From an optimization exercise on the open Yosys and OpenROAD flow, aimed at small area, a short achievable clock period and few clock cycles per item; shortcuts taken in it are not production practice. Function was checked by simulation only, so behaviour that the tests miss may differ from the original. No run shown here takes its clock network from TritonCTS; it comes from the design's own scripts or RTL. The clock port is modelled as an ideal driver, which makes a skipped or thinned clock tree look cheaper than it is; a real chip needs a root buffer or a tree. Power is estimated from default activity; no workload was simulated.

--- flow/design.v ---
module alu_add16 (input wire [15:0] a, b, input wire cin,
  output wire [15:0] sum, g, p);
  assign g = a & b;
  assign p = a ^ b;
  wire [15:0] g0 = {g[15:1], g[0] | (p[0] & cin)};
  wire [15:0] p0 = p;
  wire [15:0] g1, p1, g2, p2, g3, p3, g4, p4;
  genvar i;
  generate
    for (i = 0; i < 16; i = i + 1) begin : pre
      if (i % 2 == 1) begin
        assign g1[i] = g0[i] | (p0[i] & g0[i-1]);
        assign p1[i] = p0[i] & p0[i-1];
      end else begin
        assign g1[i] = g0[i];
        assign p1[i] = p0[i];
      end
      if (i % 4 >= 2) begin
        assign g2[i] = g1[i] | (p1[i] & g1[(i/4)*4+1]);
        assign p2[i] = p1[i] & p1[(i/4)*4+1];
      end else begin
        assign g2[i] = g1[i];
        assign p2[i] = p1[i];
      end
      if (i % 8 >= 4) begin
        assign g3[i] = g2[i] | (p2[i] & g2[(i/8)*8+3]);
        assign p3[i] = p2[i] & p2[(i/8)*8+3];
      end else begin
        assign g3[i] = g2[i];
        assign p3[i] = p2[i];
      end
      if (i % 16 >= 8) begin
        assign g4[i] = g3[i] | (p3[i] & g3[7]);
        assign p4[i] = p3[i] & p3[7];
      end else begin
        assign g4[i] = g3[i];
        assign p4[i] = p3[i];
      end
    end
  endgenerate
  assign sum = p ^ {g4[14:0], cin};
endmodule
module mproc (input wire clk, reset, input wire [15:0] ins, output wire [15:0] addr,
  output wire halted, wb_en, output wire [2:0] wb_addr, output wire [15:0] wb_data);
  reg [15:0] rf [0:7];
  reg [15:0] pc;
  reg        x_v;       
  reg        x_h;       
  reg        x_sub;     
  reg        x_log;     
  reg        x_or;      
  reg [2:0]  x_d;
  reg [7:0]  x_sa, x_sb;  
  reg        rf_reset;  
  wire       is_alu = ins[15:11] == 5'd0;
  integer i;
  always @(posedge clk) begin
    if (reset) begin
      pc  <= 16'd0;
      x_v <= 1'b0;
      x_h <= 1'b0;
    end else if (!x_h) begin
      pc  <= pc + 16'd1;
      x_v <= is_alu;
      x_h <= !is_alu;
    end
    x_sub <= ins[10:9] == 2'b01;
    x_log <= ins[10];
    x_or  <= ins[9];
    x_d   <= ins[8:6];
    for (i = 0; i < 8; i = i + 1) begin
      x_sa[i] <= ins[2:0] == i;
      x_sb[i] <= ins[5:3] == i;
    end
    rf_reset <= reset;
  end
  reg [15:0] va, vb0;
  always @(*) begin
    va  = 16'd0;
    vb0 = 16'd0;
    for (i = 0; i < 8; i = i + 1) begin
      va  = va  | ({16{x_sa[i]}} & rf[i]);
      vb0 = vb0 | ({16{x_sb[i]}} & rf[i]);
    end
  end
  wire [15:0] vb = vb0 ^ {16{x_sub}};
  wire [15:0] sum, g, p;
  alu_add16 add (va, vb, x_sub, sum, g, p);
  wire [15:0] res = x_log ? (x_or ? (g | p) : g) : sum;
  wire [15:0] wd0 = res | {16{rf_reset}};
  wire [15:0] wdx = res & ~{16{rf_reset}};
  always @(posedge clk) begin
    if (rf_reset | (x_v & x_d == 3'd0)) rf[0] <= wd0;
    for (i = 1; i < 8; i = i + 1)
      if (rf_reset | (x_v & x_d == i)) rf[i] <= wdx;
  end
  reg        wb_en_r, halted_r;
  reg [2:0]  wb_addr_r;
  reg [15:0] wb_data_r;
  always @(posedge clk) begin
    wb_en_r   <= x_v & !reset;
    halted_r  <= x_h & !reset;
    wb_addr_r <= x_d;
    wb_data_r <= res;
  end
  assign addr    = pc;
  assign halted  = halted_r;
  assign wb_en   = wb_en_r;
  assign wb_addr = wb_addr_r;
  assign wb_data = wb_data_r;
endmodule
--- flow/flow/run.sh ---
#!/bin/bash
# The standard layout with four changes to how it is made:
#  - synthesis is the standard flow's own script with abc mapping for area
#    (flow/mysynth.tcl, flow/abc_area.script), and adders are left to abc
#    (no full/half-adder cells, which are slow);
#  - ports are buffered with buf_2 rather than a delay-cell buffer;
#  - the clock tree is built by flow/mytree.tcl (two balanced levels of
#    clkbuf_16: 4 roots on the clock port, 12 leaves) instead of TritonCTS,
#    for a shorter clock insertion delay;
#  - timing repair works until the setup slack is at least SETUP_SLACK_MARGIN.
# Each tool's output goes to standard_flow.log (and ORFS's own logs under orfs/logs).
set -euo pipefail
bash standard.sh SYNTH_SCRIPT="$PWD/flow/mysynth.tcl" ADDER_MAP_FILE= SETUP_SLACK_MARGIN=8.8 \
  'BUFFER_PORTS_ARGS=-buffer_cell sky130_fd_sc_hd__buf_2' \
  PRE_CTS_TCL="$PWD/flow/mytree.tcl" finish > standard_flow.log 2>&1
--- flow/flow/abc_area.script ---
strash
dch
map -D 2200
topo
stime -c
--- flow/flow/mysynth.tcl ---
# The standard synthesis script (synth_recipe.tcl) with one change: abc
# maps with flow/abc_area.script (area-oriented mapping) instead of ORFS's.
set mysynth_abc_script [file join [file dirname [file normalize [info script]]] abc_area.script]
proc synth {args} { yosys synth -nofsm -noshare {*}$args }
proc abc {args} {
  set i [lsearch -exact $args -script]
  if {$i >= 0} { lset args [expr {$i+1}] $::mysynth_abc_script }
  yosys abc {*}$args
}
source $::env(SCRIPTS_DIR)/synth.tcl
# left out here: clear keep_hierarchy, flatten, clean up, hide names made inside functions, write 1_2_yosys.v
--- flow/flow/mytree.tcl ---
# A shallow clock tree built by hand: the register clock pins are split into
# NLEAF clusters (k-means on their locations), each driven by one leaf
# buffer at its centre; the leaf buffers are split the same way into NROOT
# groups, each driven by one root buffer, which the clock port drives.
proc mytree_kmeans { pts k } {
  # pts: list of {x y}; returns {assign centroids}
  set n [llength $pts]
  set order [lsort -real -index 0 $pts]
  set cent {}
  for {set c 0} {$c < $k} {incr c} {
    lappend cent [lindex $order [expr {int(($c+0.5)*$n/$k)}]]
  }
  for {set iter 0} {$iter < 50} {incr iter} {
    set sum [lrepeat $k {0 0 0}]
    set assign {}
    foreach p $pts {
      lassign $p x y
      set best 0; set bd 1e30
      for {set c 0} {$c < $k} {incr c} {
        lassign [lindex $cent $c] cx cy
        set d [expr {($x-$cx)*($x-$cx)+($y-$cy)*($y-$cy)}]
        if {$d < $bd} { set bd $d; set best $c }
      }
      lappend assign $best
      lassign [lindex $sum $best] sx sy sc
      lset sum $best [list [expr {$sx+$x}] [expr {$sy+$y}] [expr {$sc+1}]]
    }
    for {set c 0} {$c < $k} {incr c} {
      lassign [lindex $sum $c] sx sy sc
      if {$sc > 0} { lset cent $c [list [expr {$sx/double($sc)}] [expr {$sy/double($sc)}]] }
    }
  }
  return [list $assign $cent]
}

proc mytree_add_buf { block master name in_net cx cy } {
  set inst [odb::dbInst_create $block $master $name]
  set net [odb::dbNet_create $block "${name}_net"]
  $net setSigType CLOCK
  [$inst findITerm A] connect $in_net
  [$inst findITerm X] connect $net
  $inst setLocation [expr {int($cx)}] [expr {int($cy)}]
  $inst setPlacementStatus PLACED
  return $net
}

proc mytree_build { nleaf nroot leafcell rootcell } {
  set block [ord::get_db_block]
  set clk_net [[[$block findBTerm clk] getNet] getName]
  set clk_net [$block findNet $clk_net]
  set iterms [$clk_net getITerms]
  set pts {}
  foreach it $iterms {
    set bb [[$it getInst] getBBox]
    lappend pts [list [expr {([$bb xMin]+[$bb xMax])/2.0}] [expr {([$bb yMin]+[$bb yMax])/2.0}]]
  }
  lassign [mytree_kmeans $pts $nleaf] la lc
  # disconnect the sinks first
  foreach it $iterms { $it disconnect }
  set rootnets {}
  if {$nroot > 0} {
    lassign [mytree_kmeans $lc $nroot] ra rc
    set rm [[ord::get_db] findMaster $rootcell]
    for {set r 0} {$r < $nroot} {incr r} {
      lassign [lindex $rc $r] cx cy
      lappend rootnets [mytree_add_buf $block $rm "mytree_root_$r" $clk_net $cx $cy]
    }
  }
  set lm [[ord::get_db] findMaster $leafcell]
  set leafnets {}
  for {set c 0} {$c < $nleaf} {incr c} {
    lassign [lindex $lc $c] cx cy
    set in $clk_net
    if {$nroot > 0} { set in [lindex $rootnets [lindex $ra $c]] }
    lappend leafnets [mytree_add_buf $block $lm "mytree_leaf_$c" $in $cx $cy]
  }
  set cnt [lrepeat $nleaf 0]
  foreach it $iterms c $la {
    $it connect [lindex $leafnets $c]
    lset cnt $c [expr {[lindex $cnt $c]+1}]
  }
  puts "mytree: [llength $iterms] sinks over $nleaf leaves ([join $cnt /]), $nroot roots"
}

# Used as ORFS's PRE_CTS_TCL hook: build the tree here, then let the CTS
# step's clock_tree_synthesis call only switch to propagated clocks; the
# rest of the step (timing repair, detailed placement) runs as usual.
mytree_build 12 4 sky130_fd_sc_hd__clkbuf_16 sky130_fd_sc_hd__clkbuf_16
rename clock_tree_synthesis mytree_unused_cts
proc clock_tree_synthesis { args } {
  puts "clock_tree_synthesis replaced by the hand-built tree (mytree.tcl)"
  set_propagated_clock [all_clocks]
}
--- flow/standard.sh ---
#!/bin/bash
# synth_recipe.tcl (not shown) runs the flow's synth.tcl, then flattens the netlist and writes it again
# the make line also repeats each setting of config.mk as NAME=value (left out here)
make -C /OpenROAD-flow-scripts/flow DESIGN_CONFIG=/design/flow/config.mk WORK_HOME=/design/flow/orfs CLKGATE_MAP_FILE= SYNTH_SCRIPT=/design/flow/synth_recipe.tcl "${@:-finish}"
--- flow/config.mk ---
export PLATFORM = sky130hd
export DESIGN_NAME = mproc
export DESIGN_NICKNAME = mproc
export VERILOG_FILES = /design/flow/design.v
export SDC_FILE = /design/flow/constraint.sdc
export NUM_CORES = 4
export LEC_CHECK = 0
export ABC_AREA = 1
export CAP_MARGIN = 20
export CORE_MARGIN = 2
export CORE_UTILIZATION = 40
export SLEW_MARGIN = 20
--- flow/constraint.sdc ---
create_clock -name core_clock -period 12.0 [get_ports {clk}]
set_input_delay 2.4000 -clock core_clock [delete_from_list [all_inputs] [get_ports {clk}]]
set_output_delay 2.4000 -clock core_clock [all_outputs]
set_load 0.01 [all_outputs]
==> results.ini, run 1 <==
[timing]
finalCritPeriodShare=0.273
fin_crit_ns=3.27
relSlewSlack=0.299
final.setup.tns_ns=0
fin_worst_skew_ns=0.0534
setup_violations=0
fin_ws_ns=8.73
finalHoldViolCount=0
fmax_ghz=0.306
rsz0062_at_grt=true
tightest_slew_ns=1.05
slew_violations=0

[synth]
avgSynthCellArea_um2=10.9
synth_fp_nets=762
synth_area_um2=8090
ys_seq_area_frac=0.629
synthCells=744
synth_top_area_share=0.475
ys_types=27
synth_warnings=2
synth-seq-cells=190
yosysTopAreaCell=edfxtp_1
synth.area.top_cells=edfxtp_1 (48%), dfxtp_1 (15%), nand2_1 (5.6%)

[floorplan]
ioPinCount=55
die_area_um2=21400
core-area_um2=20000
rows=52
die_w_um=146
start_util=0.404
die_h_um=146

[final_layout]
diodes=0
final_common_cell=edfxtp_1
fill_cells=1801
finalNonFillerCells=1123
drive_above_1_share=0.325
layout_common_cells=edfxtp_1 (128), nand2_1 (113), nor2_1 (60), clkinv_1 (57), a22oi_1 (55)
final_net_count=873
final_cell_area_um2=9930
areaGrowthSynthToFinish_pct=22.7

[route]
viasPerCell=5.66
ant_nets=0
routed_wl_um=23500
drt_iter0_markers=533
via_count=6359
wl_per_cell_um=20.9
drc_errors=0
first_pass_iters=6

[setup_path]
crit_type=register to register
rr_endpoint=rf[0][14]
reg2reg_depth=15
startpoint_type=register
worstPathMaxFanout=6
reg2reg_slack_ns=8.73
end_kind=register
arrival_ns=3.31
required_ns=12.04
reg2reg_from=x_sb[0]

[global_routing]
grt_pass1_vias=6152
grt_max_degree=25
grt_first_pass_wirelength_um=34800
antenna_found_initial=0
gr-total-overflow=0
grt.total_usage=0.210

[min_path]
hold_depth=0
hold_start=x_d[2]
hold_class=register to register
holdPathEnd=wb_addr_r[2]

[power_and_ir_drop]
power_w=0.00169
p_leak_nw=3.66
p_per_area_nw_per_um2=171
vdd_drop_max_mv=0.0923

[clocking]
path_clk_slew_ns=0.08
clock_insertion_delay_worst_skew_ns=0.31

[placed_design]
io_buffers=54
post-dp-hpwl_um=13300
dp.cells=1079
detailed_place.area_um2=8820
place_ws_ns=8.12
gp_congestion=0.846

[job]
maxCapViolCount=0

[run_status]
outcome=finished clean

[Yosys cell counts]
library cell and instances:
a2111oi_0 1, a21oi_1 19, a221o_2 10, a221oi_1 27, a22o_2 4, a22oi_1 58, and2_2 22, and3_2 1
clkinv_1 66, dfxtp_1 62, edfxtp_1 128, nand2_1 120, nand3_1 19, nand4_1 11, nor2_1 72, nor3_1 28
nor4_1 2, o2111ai_1 1, o211ai_1 3, o21ai_0 39, o221ai_1 2, o22ai_1 2, o32ai_1 2, or2_2 20
or4_2 1, xnor2_1 2, xor2_1 22
[cell families after synthesis]
logic type | after synthesis | share of synthesized area
buffers and inverters | 66 | 0.0306
DFF | 190 | 0.629
AOI/OAI and AO/OA | 168 | 0.149
and+or+nand+nor | 296 | 0.166
xor gates and xnor gates | 24 | 0.0260
[worst max-delay path, stage by stage (launching register included)]
cell      delay, ns
dfxtp_4        0.42
a22oi_1        0.19
nand3_1        0.10
a221o_2        0.32
a221oi_2       0.19
xor2_1         0.18
or2_2          0.14
nand2_1        0.07
nor2_1         0.20
nand2_2        0.13
nor2_4         0.15
nand2_1        0.13
o21ai_2        0.19
xor2_1         0.20
o21ai_1        0.12
or2_2          0.29
[state kept, by name, summed over array words and instances (netlist names)]
| register | flops |
|---|---|
| pc | 16 |
| wb_en_r | 1 |
| x_h | 1 |
| x_d | 3 |
| x_sub | 1 |
| wb_data_r | 16 |
| wb_addr_r | 3 |
| x_sb | 8 |
| x_v | 1 |
| x_sa | 8 |
| rf | 128 |
| rf_reset | 1 |
| x_log | 1 |
| halted_r | 1 |
| x_or | 1 |
[worst max-delay path by stage]
stage | from | end | slack [ns] | cells after the start
after CTS | x_sb[0] | rf[0][13] | 8.77 | 16
after global placement | x_sa[1] | rf[0][12] | 8.19 | 17
final | x_sb[0] | rf[0][14] | 8.73 | 15
after detailed placement | x_sub | rf[0][15] | 8.12 | 15
after floorplan | ins[11] | x_v | 8.73 | 4
after global routing | x_sa[0] | rf[0][14] | 8.47 | 16
[stage by stage]
stage	hold WS (ns)	util
2_1_floorplan	0.344	-
3_3_place_gp	0.363	0.440
3_5_place_dp	0.364	0.440
4_1_cts	0.376	0.478
5_1_grt	0.391	0.495
6_report	0.373	0.495
[per-layer routing]
layer | wire length (um) | GRT usage | part of all wire | vias up
met5 | 0 | 0 | 0 | -
met4 | 1110 | 0.0820 | 0.047 | 0
met3 | 2120 | 0.0269 | 0.090 | 98
met2 | 11000 | 0.353 | 0.47 | 320
met1 | 9280 | 0.277 | 0.40 | 3001
li1 | - | - | - | 2940
[area by class of cell]
cell class,instances,area [um^2],area share
Tap cell,270,338,0.0340
Buffer,16,400,0.0403
Sequential cell,190,5140,0.518
Timing Repair Buffer,93,613,0.0618
Multi-Input combinational cell,488,3180,0.320
Inverter,66,255,0.0257
[report_power, final]
part	switching (W)	total (W)	leakage (nW)	internal, W
logic	0.000228	0.000391	1.64	0.000163
clock network	0.000194	0.000431	0.197	0.000237
registers	0.0000606	0.000871	1.82	0.000811
total	0.000482	0.00169	3.66	0.00121
[repair_timing]
| action | 4_1_cts | 5_1_grt |
|---|---|---|
| gates resized for setup | 86 | 70 |
| hold buffers | 0 | 0 |
| setup buffers | 17 | 11 |
| endpoints found under the setup margin | 125 | 120 |
| pin swaps | 19 | 14 |
Testbench counts, summed over its fixed seeds: cycles 29,394, instrs 28,434.
==> inputs of run 2 (changes only) <==
==> flow/flow/abc_area.script (replaced) <==
strash
dch
map -D 1700
topo
stime -c
==> results.ini, run 2 <==
[setup_path]
slowest_delay_ns=0.37
path_buf_inv=1
crit_type=register to output port
startpoint_type=register
required_ns=9.60
critPathSlowestCell=dfxtp_2
crit_family=flip-flops
cp_cell_sequence=buf_6
reg2reg_slack_ns=8.96
arrival_ns=0.78
end_kind=output port
worstPathMaxFanout=4

[final_layout]
top_regs=rf (128), pc (16), wb_data_r (16)
multi_input_area_um2=3030
fill_cells=1832
areaGrowthSynthToFinish_pct=17.6
diodes=0
regArea_um2=5150
layout_common_cells=nand2_1 (128), edfxtp_1 (128), a22oi_1 (84), nor2_1 (71), clkinv_1 (69)
final_net_count=883
largest_register_ffs=128
final_cell_area_um2=9600
regMostFlops=rf
drive_above_1_share=0.218

[global_routing]
grt_max_degree=25
gr-total-overflow=0
grt_pass1_vias=6210
grt_first_pass_wirelength_um=35000
antenna_found_initial=0
grt.total_usage=0.208

[timing]
tightest_slew_ns=0.776
finalCritPeriodShare=0.265
fin_crit_ns=3.18
slew_violations=0
finalHoldViolCount=0
relSlewSlack=0.481
setup_violations=0
final.setup.tns_ns=0
fin_worst_skew_ns=0.0344
rsz0062_at_grt=true
fmax_ghz=0.315

[synth]
ys_types=33
yosysTopAreaCell=edfxtp_1
avgSynthCellArea_um2=10.5
synthCells=775
synth_fp_nets=793
async_reset_ff_frac=0
synth-edff-count=128
ys_seq_area_frac=0.623
synth-seq-cells=190
synth_commonest_cells=nand2_1 (129), edfxtp_1 (128), a22oi_1 (84)
synth.most_common_cell=nand2_1
synth_area_um2=8160
synth.area.top_cells=edfxtp_1 (47%), dfxtp_1 (15%), a22oi_1 (7.7%)
synthFlopType=edfxtp_1
synth_warnings=2
synth_top_area_share=0.471

[placed_design]
detailed_place.area_um2=8920
post-dp-hpwl_um=14400
gp_congestion=0.854
io_buffers=54

[floorplan]
die_w_um=147
start_util=0.406
die_area_um2=21600
rows=52
core-area_um2=20100
die_h_um=147
ioPinCount=55

[clocking]
clock_insertion_delay_worst_skew_ns=0.30
path_clk_slew_ns=0.09

[route]
drc_errors=0
routed_wl_um=23000
viasPerCell=5.69
drt_iter0_markers=595
via_count=6448
first_pass_iters=5
ant_nets=0
wl_per_cell_um=20.3

[run_status]
outcome=finished clean

[power_and_ir_drop]
p_per_area_nw_per_um2=166
vdd_drop_max_mv=0.0719
p_leak_nw=3.54

[min_path]
hold_class=register to register

[job]
maxCapViolCount=0

==> run 2: cell count changes after synthesis, sizes merged, moves of 8 or more <==
cell,change
nand2,+9
or2,-9
a21oi,+14
a22oi,+26
and2,-10
a221o,-8
a221oi,-21
==> run 2: timing repair <==
item	CTS	global route
endpoints found under the setup margin	122	105
pin swaps	1	5
resized for setup	36	48
hold buffers	0	0
buffers inserted	0	4
==> run 2: cells by family (layout without fill, tap and decap cells) <==
group / Yosys count / after routing / synth area share
compound gates: 195 / 195 / 0.163
xor+xnor: 18 / 18 / 0.0193
flops: 190 / 190 / 0.623
simple gates: 302 / 302 / 0.163
buf+inv: 70 / 158 / 0.0322
==> run 2: where the power goes <==
part,internal (W),leakage (nW),switching (W),total (W)
sequential,0.000800,1.82,0.0000527,0.000853
clock,0.000237,0.197,0.000194,0.000431
combinational,0.000111,1.52,0.000201,0.000312
total,0.00115,3.54,0.000448,0.00160
==> run 2: final cells by class <==
cell class                      count  area share
Timing Repair Buffer               72      0.0435
Sequential cell                   190       0.536
Inverter                           70      0.0276
Multi-Input combinational cell    515       0.316
Tap cell                          270      0.0352
Buffer                             16      0.0417
==> run 2: worst paths after layout <==
| path | startpoint | end | cells past startpoint |
|---|---|---|---|
| max | pc[0] | addr[0] | 1 |
| min | x_d[2] | wb_addr_r[2] | 0 |
| max reg2reg | x_sb[0] | rf[2][13] | 12 |
| min reg2reg | x_d[2] | wb_addr_r[2] | 0 |
==> run 2: per-layer routing <==
| metal | vias to the layer above | global-route usage | wire, um |
|---|---|---|---|
| li1 | 3020 | - | - |
| met1 | 3022 | 0.278 | 9580 |
| met2 | 342 | 0.353 | 10800 |
| met3 | 64 | 0.0314 | 1880 |
| met4 | 0 | 0.0602 | 806 |
| met5 | - | 0 | 0 |
==> run 2: per-stage QoR <==
| step | total power, W | hold WS (ns) | setup WS, ns | instances | utilization |
|---|---|---|---|---|---|
| 2_1_floorplan | 0.00104 | 0.344 | 8.73 | 775 | - |
| 3_3_place_gp | 0.00115 | 0.349 | 8.10 | 1113 | 0.443 |
| 3_5_place_dp | 0.00115 | 0.356 | 7.83 | 1113 | 0.444 |
| 4_1_cts | 0.00158 | 0.369 | 8.80 | 1129 | 0.468 |
| 5_1_grt | 0.00167 | 0.389 | 8.75 | 1133 | 0.477 |
| 6_report | 0.00160 | 0.368 | 8.82 | 1133 | 0.477 |
==> inputs of run 3 (changes only) <==
==> flow/flow/abc_area.script (replaced) <==
strash
dch
map -B 0.9
topo
stime -c
==> results.ini, run 3 <==
[run_status]
outcome=finished clean

[synth]
ys_seq_area_frac=0.580
synth-edff-count=128
synth.area.top_cells=edfxtp_1 (44%), nand2_1 (23%), dfxtp_1 (14%)
synthCells=1092
synth.most_common_cell=nand2_1
yosysTopAreaCell=edfxtp_1
synth_fp_nets=1110
avgSynthCellArea_um2=8.03
ys_types=25
synth-seq-cells=190
synth_warnings=2
synth_top_area_share=0.438
synth_commonest_cells=nand2_1 (543), edfxtp_1 (128), nor2_1 (98)
synthFlopType=edfxtp_1
synth_area_um2=8770
async_reset_ff_frac=0

[final_layout]
top_regs=rf (128), pc (16), wb_data_r (16)
regMostFlops=rf
regArea_um2=5150
final_common_cell=nand2_1
layout_common_cells=nand2_1 (542), edfxtp_1 (128), clkinv_1 (95), nor2_1 (91), nand3_1 (64)
largest_register_ffs=128
diodes=0
utilization=0.461
areaGrowthSynthToFinish_pct=14.1
fill_cells=2099
final_net_count=1194
drive_above_1_share=0.117
multi_input_area_um2=3370
finalNonFillerCells=1454

[placed_design]
gp_congestion=0.838
post-dp-hpwl_um=15100
dp.cells=1437
io_buffers=54

[global_routing]
grt_first_pass_wirelength_um=38100
grt_max_degree=25
grt_pass1_vias=6778
antenna_found_initial=0
gr-total-overflow=0
grt.total_usage=0.210

[setup_path]
startpoint_type=register
crit_type=register to output port
arrival_ns=0.77
cp_cell_sequence=buf_2
end_kind=output port
crit_family=flip-flops
required_ns=9.60
path_buf_inv=1
critPathSlowestCell=dfxtp_1
worstPathMaxFanout=1
slowest_delay_ns=0.33

[route]
drt_iter0_markers=649
viasPerCell=5.04
first_pass_iters=8
routed_wl_um=24800
via_count=7333
ant_nets=0
drc_errors=0
wl_per_cell_um=17.1

[timing]
setup_violations=0
fin_crit_ns=3.17
final.setup.tns_ns=0
finalCritPeriodShare=0.264
tightest_slew_ns=1.15
fmax_ghz=0.316
rsz0062_at_grt=false
holdWs_ns=0.375
slew_violations=0
fin_worst_skew_ns=0.0480
finalHoldViolCount=0
relSlewSlack=0.233

[job]
maxCapViolCount=0

[power_and_ir_drop]
p_leak_nw=4.42
p_per_area_nw_per_um2=154
power_w=0.00154
vdd_drop_max_mv=0.0728

[floorplan]
rows=54
ioPinCount=55
die_w_um=152
start_util=0.404
core-area_um2=21700
die_area_um2=23100
die_h_um=152

[clocking]
path_clk_slew_ns=0.08
clock_insertion_delay_worst_skew_ns=0.30
ctsHoldBuffers=0

[min_path]
hold_class=register to register

[run 3: cell count changes in the layout (fill, tap and decap cells not counted), sizes merged, moves of 14 or more]
cell    before  now
o21ai       36   22
nand3       26   64
nand2      129  543
clkinv      69   95
a21oi       33   19
a22oi       84    0
nor2        78   98
xor2        17    2
[run 3: final cells by class]
cell class | count | share of cell area
Buffer | 16 | 0.0400
Inverter | 96 | 0.0363
Multi-Input combinational cell | 806 | 0.337
Sequential cell | 190 | 0.515
Tap cell | 280 | 0.0350
Timing Repair Buffer | 66 | 0.0366
[run 3: final timing paths]
kind	startpoint	endpoint	slack, ns	cells past startpoint
worst max-delay path	wb_data_r[6]	wb_data[6]	8.83	1
worst max register to register	x_log	rf[2][3]	9.12	3
worst min-delay path	x_d[2]	wb_addr_r[2]	0.38	0
worst min register to register	x_d[2]	wb_addr_r[2]	0.38	0
[run 3: power breakdown]
group / internal (W) / switching (W)
logic: 0.0000895 / 0.000189
clock network: 0.000237 / 0.000190
registers: 0.000789 / 0.0000499
[run 3: logic make-up after synthesis]
family / Yosys count / synth area share
simple gates: 748 / 0.339
buf+inv: 96 / 0.0411
compound gates: 55 / 0.0367
xor+xnor: 3 / 0.00300
flops: 190 / 0.580
[run 3: repair_timing]
item / 4_1_cts / 5_1_grt
setup endpoints to repair: 123 / 88
hold endpoints to repair: 0 / 0
gates resized for setup: 20 / 30
setup buffers: 0 / 1
[run 3: stage by stage]
| stage | area (um^2) | setup slack, ns |
|---|---|---|
| floorplan | 8770 | 9.05 |
| global route | 10000 | 8.80 |
| global placement | 9500 | 8.38 |
| finish | 10000 | 8.83 |
| CTS | 9930 | 8.80 |
| detailed placement | 9500 | 8.25 |
[run 3: layer usage]
metal  up-vias  wire length (um)  GRT usage
li1       3677                 -          -
met1      3292             10800      0.298
met2       296             11000      0.346
met3        68              2090     0.0185
met4         0               895     0.0587
met5         -                 0          0
==> inputs of run 4 (changes only) <==
--- a/flow/config.mk
+++ b/flow/config.mk
@@ -8,5 +8,6 @@
 export ABC_AREA = 1
 export CAP_MARGIN = 20
 export CORE_MARGIN = 2
-export CORE_UTILIZATION = 40
+export CORE_UTILIZATION = 60
+export PLACE_DENSITY = 0.7
 export SLEW_MARGIN = 20
==> results.ini, run 4 <==
[global_routing]
met2_usage=0.534
gr-total-overflow=0
grt_first_pass_wirelength_um=37000
grt_max_degree=25
grt_util_met1=0.403
grt_use_met3=0.0399
antenna_found_initial=0
grt_pass1_vias=7018
grt.total_usage=0.306
gr-max-usage-layer=met2

[floorplan]
die_w_um=125
ioPinCount=55
die_area_um2=15600
die_h_um=125
core-area_um2=14400
start_util=0.608
rows=44

[route]
wl_per_cell_um=17.6
ant_nets=0
first_pass_iters=6
drt_iter0_markers=758
via_count=7413
drc_errors=0
routed_wl_um=23900
viasPerCell=5.47

[final_layout]
final_common_cell=nand2_1
final_cell_area_um2=9860
drive_above_1_share=0.115
largest_register_ffs=128
final_net_count=1191
layout_common_cells=nand2_1 (542), edfxtp_1 (128), clkinv_1 (95), nor2_1 (93), nand3_1 (64)
finalNonFillerCells=1355
top_regs=rf (128), pc (16), wb_data_r (16)
areaGrowthSynthToFinish_pct=12.4
diodes=0
regMostFlops=rf

[placed_design]
dp.cells=1339
post-dp-hpwl_um=14300
io_buffers=54
gp_congestion=0.883
detailed_place.area_um2=9370

[timing]
tightest_slew_ns=1.10
slew_violations=0
fin_crit_ns=3.17
rsz0062_at_grt=false
fin_worst_skew_ns=0.0333
finalCritPeriodShare=0.264
holdWs_ns=0.366
finalHoldViolCount=0
setup_violations=0
final.setup.tns_ns=0
relSlewSlack=0.260
fmax_ghz=0.316

[power_and_ir_drop]
p_per_area_nw_per_um2=156
p_leak_nw=4.40
vdd_drop_max_mv=0.123

[synth]
synth_commonest_cells=nand2_1 (543), edfxtp_1 (128), nor2_1 (98)
async_reset_ff_frac=0
synth_top_area_share=0.438
yosysTopAreaCell=edfxtp_1
synth_area_um2=8770
ys_types=25
synthFlopType=edfxtp_1
synth-seq-cells=190
synth.most_common_cell=nand2_1
avgSynthCellArea_um2=8.03
synth-edff-count=128
synth_warnings=2
synthCells=1092
ys_seq_area_frac=0.580
synth_fp_nets=1110
synth.area.top_cells=edfxtp_1 (44%), nand2_1 (23%), dfxtp_1 (14%)

[min_path]
hold_class=register to register

[setup_path]
crit_type=register to output port
worstPathMaxFanout=4
path_buf_inv=1
crit_family=flip-flops
arrival_ns=0.77
end_kind=output port
startpoint_type=register
cp_cell_sequence=buf_2
required_ns=9.60
slowest_delay_ns=0.35
critPathSlowestCell=dfxtp_2

[job]
maxCapViolCount=0

[run_status]
outcome=finished clean

[clocking]
cts_setup_buffers=0
clock_insertion_delay_worst_skew_ns=0.30
path_clk_slew_ns=0.07

-- run 4: timing repair --
| action | CTS | global route |
|---|---|---|
| resized for setup | 20 | 32 |
| hold buffers | 0 | 0 |
| setup endpoints to repair | 115 | 81 |
-- run 4: layout make-up --
type | instances | area, um^2
fillers | 1234 | 4560
flip-flops and latches | 190 | 5160
well taps | 184 | 230
multi-input cells | 806 | 3370
repair buffers | 63 | 338
inverters | 96 | 363
plain buffers | 16 | 400
-- run 4: per-layer routing --
layer / share of wire / up-vias / wire length, um
met5: 0 / - / 0
met4: 0.029 / 0 / 693
met3: 0.090 / 60 / 2140
met2: 0.49 / 332 / 11700
met1: 0.39 / 3346 / 9420
li1: - / 3675 / -
-- run 4: cell families after synthesis --
| kind of cell | Yosys count | share of synthesized area |
|---|---|---|
| buf+inv | 96 | 0.0411 |
| simple gates | 748 | 0.339 |
| compound gates | 55 | 0.0367 |
| xor+xnor | 3 | 0.00300 |
| flops | 190 | 0.580 |
-- run 4: per-stage QoR --
step,total power [W],util,setup slack (ns)
after global placement,0.00112,0.649,8.36
after global routing,0.00162,0.684,8.81
after detailed placement,0.00112,0.649,8.25
after CTS,0.00154,0.679,8.82
after floorplan,0.00103,-,9.05
final,0.00154,0.684,8.83
-- run 4: final timing paths --
check                           startpoint      endpoint  slack (ns)  cells past startpoint
worst max-delay path                pc[13]      addr[13]        8.83                      1
worst min-delay path                x_d[2]  wb_addr_r[2]        0.37                      0
worst max register to register     x_sa[3]     rf[5][13]        9.13                     18
worst min register to register      x_d[2]  wb_addr_r[2]        0.37                      0
-- run 4: where the power goes --
group	switching [W]	internal, W	total, W
registers	0.0000503	0.000789	0.000839
logic	0.000187	0.0000890	0.000276
clock network	0.000189	0.000237	0.000426
-- run 4: worst register-to-register path: stages, from the launching register on --
cell and delay, ns:
dfxtp_4 0.55, nand2_1 0.09, nand2_1 0.08, nor2_1 0.06, nand2_1 0.11, nor2_1 0.07, nor2_1 0.20, nand3_1 0.16
nand2_1 0.11, nand2_1 0.05, nand2_1 0.13, nand2_1 0.10, nand2_2 0.18, nand2_1 0.10, nand2_1 0.07, nand2_1 0.05
nand3_1 0.07, nand2_1 0.13, nor2_1 0.33
==> inputs of run 5 (changes only) <==
==> flow/flow/abc_area.script (replaced) <==
strash
dch
map -D 1800
topo
stime -c
--- a/flow/config.mk
+++ b/flow/config.mk
@@ -8,6 +8,5 @@
 export ABC_AREA = 1
 export CAP_MARGIN = 20
 export CORE_MARGIN = 2
-export CORE_UTILIZATION = 60
-export PLACE_DENSITY = 0.7
+export CORE_UTILIZATION = 40
 export SLEW_MARGIN = 20
==> results.ini, run 5 <==
[run_status]
outcome=finished clean

[clocking]
path_clk_slew_ns=0.07
clock_insertion_delay_worst_skew_ns=0.30

[synth]
synth_commonest_cells=nand2_1 (131), edfxtp_1 (128), a22oi_1 (80)
synthFlopType=edfxtp_1
synth_warnings=2
synthCells=779
ys_seq_area_frac=0.622
async_reset_ff_frac=0
synth-seq-cells=190
synth.area.top_cells=edfxtp_1 (47%), dfxtp_1 (15%), a22oi_1 (7.3%)
synth_fp_nets=797
synth-edff-count=128
avgSynthCellArea_um2=10.5
yosysTopAreaCell=edfxtp_1
synth.most_common_cell=nand2_1
synth_area_um2=8170
synth_top_area_share=0.470
ys_types=30

[timing]
final.setup.tns_ns=0
rsz0062_at_grt=true
fmax_ghz=0.316
slew_violations=0
finalHoldViolCount=0
fin_worst_skew_ns=0.0315
tightest_slew_ns=1.02
relSlewSlack=0.317
holdWs_ns=0.365
fin_ws_ns=8.84
fin_crit_ns=3.16
setup_violations=0
finalCritPeriodShare=0.264

[floorplan]
die_h_um=147
ioPinCount=55
core-area_um2=20200
die_area_um2=21600
start_util=0.405
rows=52
die_w_um=147

[placed_design]
detailed_place.area_um2=8890
io_buffers=54
dp.cells=1112
place_ws_ns=7.96
gp_congestion=0.901
post-dp-hpwl_um=14200

[final_layout]
diodes=0
final_cell_area_um2=9600
drive_above_1_share=0.219
multi_input_area_um2=3030
top_regs=rf (128), pc (16), wb_data_r (16)
largest_register_ffs=128
regMostFlops=rf
final_common_cell=nand2_1
regArea_um2=5150
final_net_count=887
finalNonFillerCells=1137
areaGrowthSynthToFinish_pct=17.4
layout_common_cells=nand2_1 (130), edfxtp_1 (128), a22oi_1 (80), nor2_1 (70), clkinv_1 (68)
fill_cells=1878

[setup_path]
arrival_ns=0.76
path_buf_inv=1
startpoint_type=register
slowest_delay_ns=0.37
end_kind=output port
cp_cell_sequence=buf_6
reg2reg_depth=12
required_ns=9.60
crit_type=register to output port
critical_path_depth=1
critPathSlowestCell=dfxtp_1
worstPathMaxFanout=3
crit_family=flip-flops

[power_and_ir_drop]
p_per_area_nw_per_um2=167
pwr-share-comb=0.191
seq_power_share=0.538
p_int_w=0.00115
vdd_drop_max_mv=0.0956
p_leak_nw=3.57
netSwitchingPower_w=0.000450
clkPwrFrac=0.270
switching_share=0.281

[route]
first_pass_iters=5
viasPerCell=5.61
wl_per_cell_um=19.5
routed_wl_um=22200
ant_nets=0
via_count=6381
drt_iter0_markers=614
drc_errors=0

[global_routing]
grt.total_usage=0.201
grt_first_pass_wirelength_um=34100
grt_pass1_vias=6070
grt_max_degree=24
gr-total-overflow=0
antenna_found_initial=0

[min_path]
hold_class=register to register
hold_depth=0

[job]
maxCapViolCount=0

run 5: cell count changes after synthesis, moves of 8 or more:
cell | before | now
nand2_1 | 543 | 131
a22oi_1 | 0 | 80
a21oi_1 | 19 | 30
o21ai_0 | 22 | 36
a221oi_1 | 1 | 9
nand3_1 | 64 | 36
clkinv_1 | 96 | 71
nor2_1 | 98 | 74
and2_2 | 1 | 10
xor2_1 | 2 | 20
or2_2 | 4 | 13
run 5: final cells by class:
class,count,area share
buffer,16,0.0417
inverter,71,0.0283
multi-input combinational,518,0.315
sequential,190,0.537
tap,270,0.0352
timing repair buffer,72,0.0429
run 5: power by group through the flow:
stage / Clock, W / Combinational, W / Sequential [W]
finish: 0.000432 / 0.000306 / 0.000861
global route: 0.000467 / 0.000344 / 0.000869
CTS: 0.000440 / 0.000292 / 0.000859
detailed placement: 0 / 0.000285 / 0.000872
global placement: 0 / 0.000283 / 0.000873
floorplan: 0 / 0.000187 / 0.000863
run 5: final timing paths:
path | start | end | slack, ns
setup / recovery | pc[6] | addr[6] | 8.84
hold / removal | x_d[2] | wb_addr_r[2] | 0.37
setup reg to reg | x_sa[2] | rf[2][13] | 8.98
hold reg to reg | x_d[2] | wb_addr_r[2] | 0.37
run 5: routing by layer:
| metal | vias up | part of all wire | global-route usage |
|---|---|---|---|
| met2 | 300 | 0.46 | 0.330 |
| met4 | 0 | 0.031 | 0.0577 |
| met3 | 47 | 0.083 | 0.0295 |
| met5 | - | 0 | 0 |
| met1 | 3010 | 0.43 | 0.281 |
| li1 | 3024 | - | - |
run 5: kinds of logic (layout without fill, tap and decap cells):
logic type | after synthesis | in the layout | share of synthesized area
compound gates | 186 | 186 | 0.155
xor+xnor | 20 | 20 | 0.0214
buf+inv | 71 | 159 | 0.0326
flops | 190 | 190 | 0.622
simple gates | 312 | 312 | 0.169
run 5: timing repair:
action,4_1_cts,5_1_grt
resized for setup,41,38
hold buffers,0,0
buffers inserted,1,8
pin swaps,1,6
setup endpoints to repair,97,96
run 5: per-stage QoR:
| stage | total power, W | util |
|---|---|---|
| 3_5_place_dp | 0.00116 | 0.441 |
| 4_1_cts | 0.00159 | 0.466 |
| 3_3_place_gp | 0.00116 | 0.441 |
| 2_1_floorplan | 0.00105 | - |
| 5_1_grt | 0.00168 | 0.476 |
| 6_report | 0.00160 | 0.476 |
==> inputs of run 6 (changes only) <==
==> flow/flow/abc_area.script (replaced) <==
strash
dch
map -D 1800 -F 3
topo
stime -c
--- a/flow/flow/mysynth.tcl
+++ b/flow/flow/mysynth.tcl
@@ -1,5 +1,6 @@
 # The standard synthesis script (synth_recipe.tcl) with one change: abc
-# maps with flow/abc_area.script (area-oriented mapping) instead of ORFS's.
+# maps with flow/abc_area.script instead of ORFS's: a delay-targeted map
+# (map -D, in ps) that recovers area on every path faster than the target.
 set mysynth_abc_script [file join [file dirname [file normalize [info script]]] abc_area.script]
 proc synth {args} { yosys synth -nofsm -noshare {*}$args }
 proc abc {args} {
==> results.ini, run 6 <==
[run_status]
outcome=finished clean

[clocking]
clock_insertion_delay_worst_skew_ns=0.30
path_clk_slew_ns=0.06

[timing]
rsz0062_at_grt=true
final.setup.tns_ns=0
fmax_ghz=0.315
relSlewSlack=0.204
holdWs_ns=0.363
finalHoldViolCount=0
tightest_slew_ns=1.19
fin_worst_skew_ns=0.0346
slew_violations=0
finalCritPeriodShare=0.264
fin_crit_ns=3.17
setup_violations=0

[floorplan]
core-area_um2=20000
die_area_um2=21400
start_util=0.404
ioPinCount=55
rows=52
die_h_um=146
die_w_um=146

[power_and_ir_drop]
p_int_w=0.00115
switching_share=0.280
clkPwrFrac=0.269
seq_power_share=0.533
p_per_area_nw_per_um2=167
vdd_drop_max_mv=0.0814
p_leak_nw=3.49
netSwitchingPower_w=0.000445
power_w=0.00159
pwr-share-comb=0.198

[final_layout]
final_common_cell=edfxtp_1
diodes=0
finalNonFillerCells=1107
final_net_count=857
regMostFlops=rf
areaGrowthSynthToFinish_pct=18.2
layout_common_cells=edfxtp_1 (128), nand2_1 (113), a22oi_1 (91), clkinv_1 (58), nor2_1 (57)
final_cell_area_um2=9560
largest_register_ffs=128
top_regs=rf (128), pc (16), wb_data_r (16)
drive_above_1_share=0.234
fill_cells=1848

[setup_path]
cp_cell_sequence=buf_2
slowest_delay_ns=0.34
end_kind=output port
startpoint_type=register
arrival_ns=0.77
required_ns=9.60
critPathSlowestCell=dfxtp_1
path_buf_inv=1
crit_family=flip-flops
crit_type=register to output port
reg2reg_slack_ns=8.91
worstPathMaxFanout=3

[synth]
synth_compound_area_frac=0.163
synth-seq-cells=190
ys_seq_area_frac=0.629
synth-edff-count=128
synth.area.top_cells=edfxtp_1 (48%), dfxtp_1 (15%), a22oi_1 (8.5%)
synth_top_area_share=0.475
muxShareOfSynthArea=0
synth_fp_nets=766
synth_fa_ha_area_frac=0
synth.most_common_cell=edfxtp_1
avgSynthCellArea_um2=10.8
synth_warnings=2
synth_top_family_by_area=compound AO/OA/AOI/OAI gates
synthCells=748
yosysTopAreaCell=edfxtp_1
yosys.area_share.simple=0.161
async_reset_ff_frac=0
ys_types=29
synth_xor_area_frac=0.0184
synth_commonest_cells=edfxtp_1 (128), nand2_1 (116), a22oi_1 (92)
synth_area_um2=8090
synthFlopType=edfxtp_1

[route]
first_pass_iters=5
drc_errors=0
via_count=6286
viasPerCell=5.68
drt_iter0_markers=604
routed_wl_um=22400
ant_nets=0
wl_per_cell_um=20.3

[placed_design]
detailed_place.area_um2=8870
post-dp-hpwl_um=13400
dp.cells=1088
io_buffers=54
gp_congestion=0.885

[job]
maxCapViolCount=0

[min_path]
hold_class=register to register

[global_routing]
antenna_found_initial=0
gr-total-overflow=0
grt_pass1_vias=6055
grt_max_degree=25
grt_first_pass_wirelength_um=33700
grt.total_usage=0.201

## run 6: changes by cell type after synthesis, sizes merged, moves of 3 or more
cell	before	now
a211oi	4	1
clkinv	71	61
a2111oi	3	0
nand4	12	21
xor2	20	17
a22oi	80	92
nor2	74	66
nand3	36	28
nand2	131	116
and2	10	14
## run 6: kinds of logic after synthesis
kind of cell,after synthesis
AOI/OAI and AO/OA,192
xor gates and xnor gates,17
buffers and inverters,61
DFF,190
and+or+nand+nor,288
## run 6: worst paths after layout
| kind | from | cells past startpoint | endpoint |
|---|---|---|---|
| worst min register to register | x_d[2] | 0 | wb_addr_r[2] |
| worst max-delay path | pc[3] | 1 | addr[3] |
| worst min-delay path | x_d[2] | 0 | wb_addr_r[2] |
| worst max register to register | x_sb[0] | 14 | rf[2][15] |
## run 6: repair_timing
| action | CTS | global route |
|---|---|---|
| hold buffers | 0 | 0 |
| endpoints found under the setup margin | 111 | 217 |
| pin swaps | 0 | 12 |
| hold endpoints to repair | 0 | 0 |
| setup buffers | 0 | 3 |
| gates resized for setup | 28 | 59 |
## run 6: stage by stage
| stage | util | setup WS [ns] |
|---|---|---|
| CTS | 0.466 | 8.79 |
| global route | 0.477 | 8.73 |
| detailed placement | 0.442 | 8.09 |
| global placement | 0.442 | 8.19 |
| finish | 0.477 | 8.83 |
| floorplan | - | 8.73 |
## run 6: area by class of cell
type	instances	area [um^2]	share of cell area
inverters	61	238	0.0249
flip-flops and latches	190	5120	0.536
repair buffers	73	448	0.0469
well taps	270	338	0.0353
plain buffers	16	400	0.0419
multi-input cells	497	3010	0.315
## run 6: power groups by stage
stage | combinational (W) | sequential [W] | clock (W)
floorplan | 0.000181 | 0.000859 | 0
global placement | 0.000282 | 0.000861 | 0
detailed placement | 0.000284 | 0.000860 | 0
CTS | 0.000290 | 0.000846 | 0.000438
global route | 0.000353 | 0.000857 | 0.000462
finish | 0.000315 | 0.000849 | 0.000429
## run 6: routing by layer
layer  vias up  global-route usage  routed length (um)
met2       298               0.326               10300
met4         0              0.0621                 752
li1       2958                   -                   -
met5         -                   0                   0
met3        56              0.0184                1770
met1      2974               0.289                9640
==> inputs of run 7 (changes only) <==
==> flow/flow/abc_area.script (replaced) <==
strash
dch
map -D 1800
topo
stime -c
--- a/flow/config.mk
+++ b/flow/config.mk
@@ -10,3 +10,4 @@
 export CORE_MARGIN = 2
 export CORE_UTILIZATION = 40
 export SLEW_MARGIN = 20
+export TNS_END_PERCENT = 10
==> results.ini, run 7 <==
[floorplan]
die_h_um=147
die_area_um2=21600
start_util=0.405
ioPinCount=55
core-area_um2=20200
rows=52
die_w_um=147

[synth]
synth_compound_area_frac=0.155
synth_commonest_cells=nand2_1 (131), edfxtp_1 (128), a22oi_1 (80)
synth-seq-cells=190
synth.most_common_cell=nand2_1
synth_top_area_share=0.470
synth_area_um2=8170
synth_warnings=2
synth.area.top_cells=edfxtp_1 (47%), dfxtp_1 (15%), a22oi_1 (7.3%)
synthCells=779
synth_fp_nets=797
avgSynthCellArea_um2=10.5
synth_fa_ha_area_frac=0
yosysTopAreaCell=edfxtp_1
ys_seq_area_frac=0.622
async_reset_ff_frac=0
synthFlopType=edfxtp_1
synth_xor_area_frac=0.0214
synth-edff-count=128
yosys.area_share.simple=0.169
ys_types=30
synth_top_family_by_area=simple AND/OR/NAND/NOR gates
muxShareOfSynthArea=0

[power_and_ir_drop]
vdd_drop_max_mv=0.0704
p_leak_nw=3.56
power_w=0.00160
p_per_area_nw_per_um2=167

[final_layout]
final_net_count=887
top_regs=rf (128), pc (16), wb_data_r (16)
final_cell_area_um2=9590
largest_register_ffs=128
finalNonFillerCells=1137
drive_above_1_share=0.212
regMostFlops=rf
diodes=0
final_common_cell=nand2_1
layout_common_cells=nand2_1 (130), edfxtp_1 (128), a22oi_1 (79), nor2_1 (71), clkinv_1 (68)
areaGrowthSynthToFinish_pct=17.3

[job]
maxCapViolCount=0

[setup_path]
cp_cell_sequence=buf_2
end_kind=output port
reg2reg_from=x_sa[0]
slowest_delay_ns=0.37
worstPathMaxFanout=4
required_ns=9.60
critPathSlowestCell=dfxtp_1
crit_family=flip-flops
startpoint_type=register
crit_type=register to output port
critPathLaunch=pc[7]
path_buf_inv=1
arrival_ns=0.83

[route]
viasPerCell=5.66
routed_wl_um=22400
route.met2.wl_um=10000
highest_layer=met4
ant_nets=0
via_count=6432
first_pass_iters=5
met3_length_um=1790
drc_errors=0
met1_length_um=9680
wl_per_cell_um=19.7
drt_iter0_markers=564

[timing]
fin_crit_ns=3.23
relSlewSlack=0.303
fmax_ghz=0.310
finalHoldViolCount=0
tightest_slew_ns=1.04
finalCritPeriodShare=0.269
fin_worst_skew_ns=0.0614
slew_violations=0
final.setup.tns_ns=0
setup_violations=0
rsz0062_at_grt=true

[global_routing]
antenna_found_initial=0
grt_max_degree=22
grt.total_usage=0.200
gr-total-overflow=0
grt_first_pass_wirelength_um=33900
grt_pass1_vias=6015

[placed_design]
io_buffers=54
detailed_place.area_um2=8890
dp.cells=1112
post-dp-hpwl_um=14000
gp_congestion=0.901

[clocking]
clock_insertion_delay_worst_skew_ns=0.32
path_clk_slew_ns=0.07

[min_path]
hold_start=x_d[2]
hold_class=register to register

[run_status]
outcome=finished clean

## run 7: cell count changes in the layout (fill, tap and decap cells not counted), sizes merged, moves of 3 or more
cell | previous run | this run
nand2 | 116 | 131
a22oi | 92 | 80
clkinv | 58 | 68
nand4 | 21 | 12
nand3 | 28 | 36
nor2 | 66 | 74
and2 | 14 | 10
a2111oi | 0 | 3
a211oi | 1 | 4
xor2 | 17 | 20
## run 7: layout make-up
cell class / count / area (um^2)
tap: 270 / 338
inverter: 71 / 269
sequential: 190 / 5130
multi-input combinational: 518 / 3040
buffer: 16 / 400
timing repair buffer: 72 / 409
fill: 1895 / 10600
## run 7: per-layer routing
metal / vias up / GRT usage
met5: - / 0
met4: 0 / 0.0611
met3: 57 / 0.0177
met2: 333 / 0.325
met1: 3016 / 0.288
li1: 3026 / -
## run 7: worst paths after layout
check | slack (ns) | depth (start not counted) | to
max | 8.77 | 1 | addr[7]
min | 0.37 | 0 | wb_addr_r[2]
min reg2reg | 0.37 | 0 | wb_addr_r[2]
max reg2reg | 8.95 | 14 | rf[1][15]
## run 7: cell families (layout without fill, tap and decap cells)
family / after synthesis / count (layout)
AND/OR/NAND/NOR: 312 / 312
flip-flops: 190 / 190
AO/OA/AOI/OAI: 186 / 186
buffers and inverters: 71 / 159
XOR/XNOR: 20 / 20
## run 7: where the power goes
group	internal [W]	switching [W]
Clock	0.000237	0.000192
Sequential	0.000804	0.0000562
Combinational	0.000110	0.000201
## run 7: timing repair
action / in CTS / in global routing
setup endpoints to repair: 114 / 99
hold endpoints to repair: 0 / 0
pin swaps: 1 / 5
setup buffers: 1 / 7
hold buffers: 0 / 0
gates cloned: 0 / 0
gates resized for setup: 33 / 38
## run 7: per-stage QoR
stage               utilization  worst slack [ns]  hold WS (ns)
global route              0.475              8.75         0.375
detailed placement        0.441              8.02         0.359
finish                    0.475              8.77         0.368
floorplan                     -              8.73         0.344
CTS                       0.465              8.72         0.371
global placement          0.441              8.06         0.353
==> inputs of run 8 (changes only) <==
--- a/flow/config.mk
+++ b/flow/config.mk
@@ -10,4 +10,4 @@
 export CORE_MARGIN = 2
 export CORE_UTILIZATION = 40
 export SLEW_MARGIN = 20
-export TNS_END_PERCENT = 10
+export TNS_END_PERCENT = 40
==> results.ini, run 8 <==
[power_and_ir_drop]
seq_power_share=0.537
pwr-share-comb=0.195
p_per_area_nw_per_um2=167
clkPwrFrac=0.268
netSwitchingPower_w=0.000451
switching_share=0.281
p_leak_nw=3.57
p_int_w=0.00115
vdd_drop_max_mv=0.0705
power_w=0.00160

[setup_path]
critPathLaunch=pc[7]
crit_family=flip-flops
reg2reg_depth=13
critPathSlowestCell=dfxtp_1
slowest_delay_ns=0.37
crit_path_end=addr[7]
end_kind=output port
cp_cell_sequence=buf_2
arrival_ns=0.83
required_ns=9.60
worstPathMaxFanout=4
reg2reg_from=x_sb[7]
path_buf_inv=1
startpoint_type=register
rr_endpoint=rf[6][12]
critical_path_depth=1
reg2reg_slack_ns=8.98
crit_type=register to output port

[global_routing]
antenna_found_initial=0
grt_max_degree=22
grt_first_pass_wirelength_um=33900
gr-total-overflow=0
grt.total_usage=0.200
grt_pass1_vias=6015

[timing]
slew_violations=0
fin_crit_ns=3.23
rsz0062_at_grt=true
fin_worst_skew_ns=0.0607
fmax_ghz=0.310
setup_violations=0
tightest_slew_ns=1.05
fin_ws_ns=8.77
final.setup.tns_ns=0
relSlewSlack=0.296
finalHoldViolCount=0
finalCritPeriodShare=0.269

[synth]
synth.most_common_cell=nand2_1
synth_area_um2=8170
ys_types=30
synthFlopType=edfxtp_1
async_reset_ff_frac=0
synth_top_area_share=0.470
ys_seq_area_frac=0.622
synth-seq-cells=190
avgSynthCellArea_um2=10.5
synth_warnings=2
synth-edff-count=128
synth_fp_nets=797
yosysTopAreaCell=edfxtp_1
synth_commonest_cells=nand2_1 (131), edfxtp_1 (128), a22oi_1 (80)
synth.area.top_cells=edfxtp_1 (47%), dfxtp_1 (15%), a22oi_1 (7.3%)
synthCells=779

[final_layout]
regMostFlops=rf
layout_common_cells=nand2_1 (130), edfxtp_1 (128), a22oi_1 (79), nor2_1 (70), clkinv_1 (67)
fill_cells=1894
drive_above_1_share=0.216
areaGrowthSynthToFinish_pct=17.4
largest_register_ffs=128
diodes=0
top_regs=rf (128), pc (16), wb_data_r (16)
final_common_cell=nand2_1
final_net_count=887
final_cell_area_um2=9590

[min_path]
hold_class=register to register

[floorplan]
rows=52
die_area_um2=21600
ioPinCount=55
core-area_um2=20200
start_util=0.405
die_w_um=147
die_h_um=147

[route]
ant_nets=0
drc_errors=0
drt_iter0_markers=561
routed_wl_um=22300
wl_per_cell_um=19.6
via_count=6376
viasPerCell=5.61
first_pass_iters=7

[clocking]
path_clk_slew_ns=0.07
clock_insertion_delay_worst_skew_ns=0.32
ctsHoldBuffers=0

[placed_design]
detailed_place.area_um2=8890
place_ws_ns=8.02
post-dp-hpwl_um=14000
io_buffers=54
gp_congestion=0.901

[run_status]
outcome=finished clean

[job]
maxCapViolCount=0

## run 8: cell counts after synthesis
No cell type changed its count.
## run 8: power groups by stage
stage	Sequential, W	Clock [W]	Combinational [W]
6_report	0.000860	0.000430	0.000313
5_1_grt	0.000868	0.000464	0.000349
4_1_cts	0.000858	0.000441	0.000293
3_5_place_dp	0.000871	0	0.000286
3_3_place_gp	0.000871	0	0.000284
2_1_floorplan	0.000863	0	0.000187
## run 8: cell families (layout without fill, tap and decap cells)
kind of cell	Yosys count	in the layout	share of synthesized area
compound gates	186	186	0.155
xor+xnor	20	20	0.0214
buf+inv	71	159	0.0326
flops	190	190	0.622
simple gates	312	312	0.169
## run 8: how the worst min path moves through the flow
stage | end | slack, ns | cells after the start | start
3_5_place_dp | wb_addr_r[2] | 0.36 | 0 | x_d[2]
2_1_floorplan | wb_addr_r[2] | 0.34 | 0 | x_d[2]
5_1_grt | wb_addr_r[2] | 0.38 | 0 | x_d[2]
4_1_cts | wb_addr_r[2] | 0.37 | 0 | x_d[2]
6_report | wb_addr_r[2] | 0.37 | 0 | x_d[2]
3_3_place_gp | wb_addr_r[2] | 0.35 | 0 | x_d[2]
## run 8: cell type report
type,instances,area [um^2],area share
multi-input combinational,518,3040,0.317
sequential,190,5130,0.535
timing repair buffer,72,409,0.0426
buffer,16,400,0.0417
tap,270,338,0.0352
inverter,71,269,0.0280
## run 8: per-stage QoR
| step | instances | utilization | hold WS [ns] |
|---|---|---|---|
| 2_1_floorplan | 779 | - | 0.344 |
| 3_3_place_gp | 1112 | 0.441 | 0.353 |
| 3_5_place_dp | 1112 | 0.441 | 0.359 |
| 4_1_cts | 1129 | 0.465 | 0.371 |
| 5_1_grt | 1137 | 0.476 | 0.375 |
| 6_report | 1137 | 0.476 | 0.368 |
## run 8: layer usage
| layer | track usage | up-vias | share of wire |
|---|---|---|---|
| met1 | 0.288 | 3002 | 0.44 |
| li1 | - | 3028 | - |
| met4 | 0.0611 | 0 | 0.041 |
| met3 | 0.0177 | 62 | 0.071 |
| met5 | 0 | - | 0 |
| met2 | 0.325 | 284 | 0.45 |
## run 8: what timing repair did
action | CTS | global route
setup endpoints to repair | 114 | 99
pin swaps | 1 | 6
gates resized for setup | 34 | 40
buffers inserted | 1 | 7
==> inputs of run 9 (changes only) <==
==> flow/flow/abc_area.script (replaced) <==
strash
dch
map -D 1800
topo
stime -c
upsize -c -D 1800
dnsize -c -D 1800
--- a/flow/config.mk
+++ b/flow/config.mk
@@ -10,4 +10,3 @@
 export CORE_MARGIN = 2
 export CORE_UTILIZATION = 40
 export SLEW_MARGIN = 20
-export TNS_END_PERCENT = 40
==> results.ini, run 9 <==
[synth]
synth_warnings=2
synthCells=779
synth_top_area_share=0.466
avgSynthCellArea_um2=10.6
synth_commonest_cells=edfxtp_1 (128), nand2_1 (126), a22oi_1 (80)
async_reset_ff_frac=0
synthFlopType=edfxtp_1
synth.area.top_cells=edfxtp_1 (47%), dfxtp_1 (15%), a22oi_1 (7.3%)
synth-seq-cells=190
synth.most_common_cell=edfxtp_1
synth_area_um2=8240
synth_fp_nets=797
synth-edff-count=128
ys_seq_area_frac=0.617
ys_types=46
yosysTopAreaCell=edfxtp_1

[min_path]
hold_depth=0
hold_start=x_d[2]
holdPathEnd=wb_addr_r[2]
hold_class=register to register

[placed_design]
dp.cells=1113
detailed_place.area_um2=8960
gp_congestion=0.823
post-dp-hpwl_um=14100
io_buffers=54

[run_status]
outcome=finished clean

[power_and_ir_drop]
p_leak_nw=3.58
vdd_drop_max_mv=0.0886
p_per_area_nw_per_um2=168

[floorplan]
die_w_um=148
core-area_um2=20200
start_util=0.407
rows=52
ioPinCount=55
die_area_um2=21800
die_h_um=148

[clocking]
clock_insertion_delay_worst_skew_ns=0.32
path_clk_slew_ns=0.07

[final_layout]
areaGrowthSynthToFinish_pct=16.7
top_regs=rf (128), pc (16), wb_data_r (16)
largest_register_ffs=128
final_common_cell=edfxtp_1
regMostFlops=rf
final_net_count=888
final_cell_area_um2=9620
layout_common_cells=edfxtp_1 (128), nand2_1 (126), a22oi_1 (80), nor2_1 (70), clkinv_1 (60)
finalNonFillerCells=1138
drive_above_1_share=0.218
diodes=0

[timing]
finalHoldViolCount=0
setup_violations=0
fin_worst_skew_ns=0.0632
slew_violations=0
final.setup.tns_ns=0
fmax_ghz=0.316
finalCritPeriodShare=0.264
holdWs_ns=0.366
rsz0062_at_grt=true
tightest_slew_ns=0.845
fin_crit_ns=3.17
relSlewSlack=0.436

[setup_path]
required_ns=9.60
slowest_delay_ns=0.35
path_buf_inv=1
crit_family=flip-flops
reg2reg_slack_ns=8.98
reg2reg_depth=15
arrival_ns=0.77
worstPathMaxFanout=3
reg2reg_from=x_sb[7]
crit_type=register to output port
cp_cell_sequence=buf_2
critPathSlowestCell=dfxtp_2
end_kind=output port
startpoint_type=register
rr_endpoint=rf[4][13]

[route]
routed_wl_um=23000
viasPerCell=5.68
drt_iter0_markers=688
first_pass_iters=6
ant_nets=0
via_count=6468
drc_errors=0
wl_per_cell_um=20.3

[global_routing]
grt.total_usage=0.204
grt_first_pass_wirelength_um=34700
grt_pass1_vias=6042
antenna_found_initial=0
grt_max_degree=27
gr-total-overflow=0

[job]
maxCapViolCount=0

==> run 9: cell count changes after synthesis, sizes merged <==
cell	before	now
clkinv	71	61
inv	0	10
==> run 9: worst register-to-register path: cells and delay by family (launching register included) <==
| family | cells | cell delay (ns) |
|---|---|---|
| simple gates | 7 | 0.90 |
| flops | 1 | 0.65 |
| xor+xnor | 1 | 0.18 |
| buf+inv | 1 | 0.06 |
| compound gates | 6 | 1.05 |
==> run 9: area by class of cell <==
class / instances / area (um^2)
Timing Repair Buffer: 73 / 417
Fill cell: 1848 / 10600
Tap cell: 270 / 338
Inverter: 71 / 273
Sequential cell: 190 / 5150
Multi-Input combinational cell: 518 / 3040
Buffer: 16 / 400
==> run 9: routing by layer <==
| metal | global-route usage | share of wire | up-vias |
|---|---|---|---|
| met5 | 0 | 0 | - |
| met4 | 0.0442 | 0.024 | 0 |
| met3 | 0.0204 | 0.078 | 57 |
| met2 | 0.345 | 0.47 | 307 |
| met1 | 0.287 | 0.43 | 3078 |
| li1 | - | - | 3026 |
==> run 9: worst max-delay path by stage <==
stage	start	end	slack, ns	cells after the start
global placement	x_sb[4]	rf[5][11]	8.52	15
global route	rf[4][7]	rf[4][13]	8.75	14
CTS	pc[3]	addr[3]	8.80	1
finish	pc[4]	addr[4]	8.83	1
detailed placement	x_sb[6]	rf[5][14]	8.48	17
floorplan	ins[11]	x_v	8.78	4
==> run 9: repair_timing <==
action	4_1_cts	5_1_grt
pin swaps	0	6
resized for setup	35	28
hold buffers	0	0
endpoints found under the setup margin	88	74
setup buffers	1	7
gates cloned	0	0
==> run 9: report_power, final <==
group,leakage (nW),switching (W),internal [W]
sequential,1.82,0.0000560,0.000804
clock,0.197,0.000196,0.000237
combinational,1.56,0.000210,0.000112
==> run 9: cells by family (layout without fill, tap and decap cells) <==
family | count (synthesis) | after routing | share of synthesized area
and+or+nand+nor | 312 | 312 | 0.169
DFF | 190 | 190 | 0.617
AOI/OAI and AO/OA | 186 | 186 | 0.160
buffers and inverters | 71 | 160 | 0.0326
xor gates and xnor gates | 20 | 20 | 0.0213
==> run 9: stage by stage <==
step,util,power (W),worst slack [ns]
final,0.475,0.00162,8.83
after global routing,0.475,0.00169,8.75
after CTS,0.466,0.00161,8.80
after detailed placement,0.443,0.00117,8.48
after global placement,0.443,0.00117,8.52
after floorplan,-,0.00107,8.78
==> inputs of run 10 (changes only) <==
--- a/flow/flow/run.sh
+++ b/flow/flow/run.sh
@@ -10,6 +10,6 @@
 #  - timing repair works until the setup slack is at least SETUP_SLACK_MARGIN.
 # Each tool's output goes to standard_flow.log (and ORFS's own logs under orfs/logs).
 set -euo pipefail
-bash standard.sh SYNTH_SCRIPT="$PWD/flow/mysynth.tcl" ADDER_MAP_FILE= SETUP_SLACK_MARGIN=8.8 \
+bash standard.sh SYNTH_SCRIPT="$PWD/flow/mysynth.tcl" ADDER_MAP_FILE= SETUP_SLACK_MARGIN=8.75 \
   'BUFFER_PORTS_ARGS=-buffer_cell sky130_fd_sc_hd__buf_2' \
   PRE_CTS_TCL="$PWD/flow/mytree.tcl" finish > standard_flow.log 2>&1
==> flow/flow/abc_area.script (replaced) <==
strash
dch
map -D 1800
topo
stime -c
==> results.ini, run 10 <==
[timing]
final.setup.tns_ns=0
setup_violations=0
fin_crit_ns=3.21
rsz0062_at_grt=false
fmax_ghz=0.311
fin_worst_skew_ns=0.0607
relSlewSlack=0.303
finalCritPeriodShare=0.268
slew_violations=0
finalHoldViolCount=0
tightest_slew_ns=1.04

[min_path]
hold_depth=0
holdPathEnd=wb_addr_r[2]
hold_class=register to register
hold_start=x_d[2]

[setup_path]
critPathSlowestCell=dfxtp_1
crit_type=register to output port
worstPathMaxFanout=4
reg2reg_slack_ns=8.96
startpoint_type=register
end_kind=output port
reg2reg_from=x_sa[0]
reg2reg_depth=14
required_ns=9.60
slowest_delay_ns=0.36
cp_cell_sequence=buf_2
rr_endpoint=rf[1][15]
crit_family=flip-flops
path_buf_inv=1
arrival_ns=0.81

[route]
via_count=6412
viasPerCell=5.64
wl_per_cell_um=19.7
drt_iter0_markers=593
drc_errors=0
routed_wl_um=22400
first_pass_iters=6
ant_nets=0

[floorplan]
die_w_um=147
die_area_um2=21600
core-area_um2=20200
die_h_um=147
rows=52
ioPinCount=55
start_util=0.405

[global_routing]
grt_pass1_vias=6012
antenna_found_initial=0
grt_first_pass_wirelength_um=33900
grt.total_usage=0.200
grt_max_degree=22
gr-total-overflow=0

[run_status]
outcome=finished clean

[synth]
synth_warnings=2
synth.most_common_cell=nand2_1
synth.area.top_cells=edfxtp_1 (47%), dfxtp_1 (15%), a22oi_1 (7.3%)
async_reset_ff_frac=0
ys_seq_area_frac=0.622
synthFlopType=edfxtp_1
ys_types=30
synthCells=779
synth-seq-cells=190
avgSynthCellArea_um2=10.5
synth_fp_nets=797
synth_commonest_cells=nand2_1 (131), edfxtp_1 (128), a22oi_1 (80)
yosysTopAreaCell=edfxtp_1
synth-edff-count=128
synth_top_area_share=0.470
synth_area_um2=8170

[final_layout]
final_common_cell=nand2_1
finalNonFillerCells=1137
regMostFlops=rf
drive_above_1_share=0.212
areaGrowthSynthToFinish_pct=17.3
final_net_count=887
largest_register_ffs=128
layout_common_cells=nand2_1 (130), edfxtp_1 (128), a22oi_1 (79), nor2_1 (71), clkinv_1 (68)
top_regs=rf (128), pc (16), wb_data_r (16)
diodes=0
final_cell_area_um2=9590

[clocking]
path_clk_slew_ns=0.07
clock_insertion_delay_worst_skew_ns=0.32

[placed_design]
dp.cells=1112
detailed_place.area_um2=8890
gp_congestion=0.901
io_buffers=54
post-dp-hpwl_um=14000

[power_and_ir_drop]
power_w=0.00160
clkPwrFrac=0.269
switching_share=0.281
p_leak_nw=3.56
pwr-share-comb=0.194
seq_power_share=0.537
p_per_area_nw_per_um2=167
p_int_w=0.00115
vdd_drop_max_mv=0.0705
netSwitchingPower_w=0.000450

[job]
maxCapViolCount=0

run 10: power groups by stage:
stage,Clock [W],Combinational (W),Sequential [W]
CTS,0.000441,0.000292,0.000858
floorplan,0,0.000187,0.000863
global placement,0,0.000284,0.000871
global route,0.000464,0.000347,0.000868
detailed placement,0,0.000286,0.000871
finish,0.000430,0.000311,0.000860
run 10: timing repair:
| action | 4_1_cts | 5_1_grt |
|---|---|---|
| gates cloned | 0 | 0 |
| hold buffers | 0 | 0 |
| pin swaps | 1 | 5 |
| setup endpoints to repair | 95 | 87 |
| setup buffers | 1 | 7 |
| resized for setup | 33 | 38 |
run 10: layout make-up:
type / count / area (um^2)
Tap cell: 270 / 338
Fill cell: 1894 / 10600
Sequential cell: 190 / 5140
Inverter: 71 / 269
Multi-Input combinational cell: 518 / 3030
Timing Repair Buffer: 72 / 409
Buffer: 16 / 400
run 10: worst max path at each step:
| stage | slack, ns | start | depth (start not counted) | end |
|---|---|---|---|---|
| after floorplan | 8.73 | ins[11] | 4 | x_v |
| after global placement | 8.06 | x_sub | 12 | rf[1][15] |
| after detailed placement | 8.02 | x_sa[2] | 12 | rf[1][15] |
| after CTS | 8.75 | pc[2] | 1 | addr[2] |
| after global routing | 8.72 | x_sb[0] | 18 | rf[4][14] |
| final | 8.79 | pc[10] | 1 | addr[10] |
run 10: kinds of logic after synthesis:
kind of cell	count (synthesis)	share of synthesized area
AND/OR/NAND/NOR	312	0.169
AO/OA/AOI/OAI	186	0.155
buffers and inverters	71	0.0326
flip-flops	190	0.622
XOR/XNOR	20	0.0214
run 10: layer usage:
layer / track usage / routed length [um] / vias up
met2: 0.325 / 10000 / 289
li1: - / - / 3028
met3: 0.0177 / 1500 / 62
met5: 0 / 0 / -
met4: 0.0611 / 903 / 0
met1: 0.288 / 9950 / 3033
run 10: stage by stage:
step | utilization | worst slack, ns | hold slack (ns)
2_1_floorplan | - | 8.73 | 0.344
3_3_place_gp | 0.441 | 8.06 | 0.353
3_5_place_dp | 0.441 | 8.02 | 0.359
4_1_cts | 0.465 | 8.75 | 0.371
5_1_grt | 0.475 | 8.72 | 0.375
6_report | 0.475 | 8.79 | 0.368

-- re-timing with driven ports --
The results above use ideal ports. As a check the final layouts listed here were re-extracted and re-timed, cells and wires unchanged.
Step 1: set_driving_cell puts a clkbuf_16 on clk and a buf_2 on each other input, an assumption about the parent block.
Step 2 times the ports against the registers' clock, not the clock port: input delays grow and output delays shrink by t, the midpoint of the rising clock arrivals with the driver on.
Three values: no drivers, after step 1, after step 2; two values: the first two.
run	t, ns	setup slack, ns
run 1	0.381	8.728 / 8.728 / 8.571
run 2	0.378	8.825 / 8.728 / 8.596
run 3	0.372	8.832 / 8.739 / 8.753
run 4	0.389	8.833 / 8.725 / 8.731
run 5	0.393	8.836 / 8.725 / 8.589
run 6	0.378	8.827 / 8.730 / 8.593
run 7	0.390	8.775 / 8.672 / 8.623
run 8	0.391	8.774 / 8.671 / 8.623
run 9	0.389	8.831 / 8.733 / 8.618
run 10	0.391	8.789 / 8.686 / 8.622
After both steps every run listed still meets setup and hold.
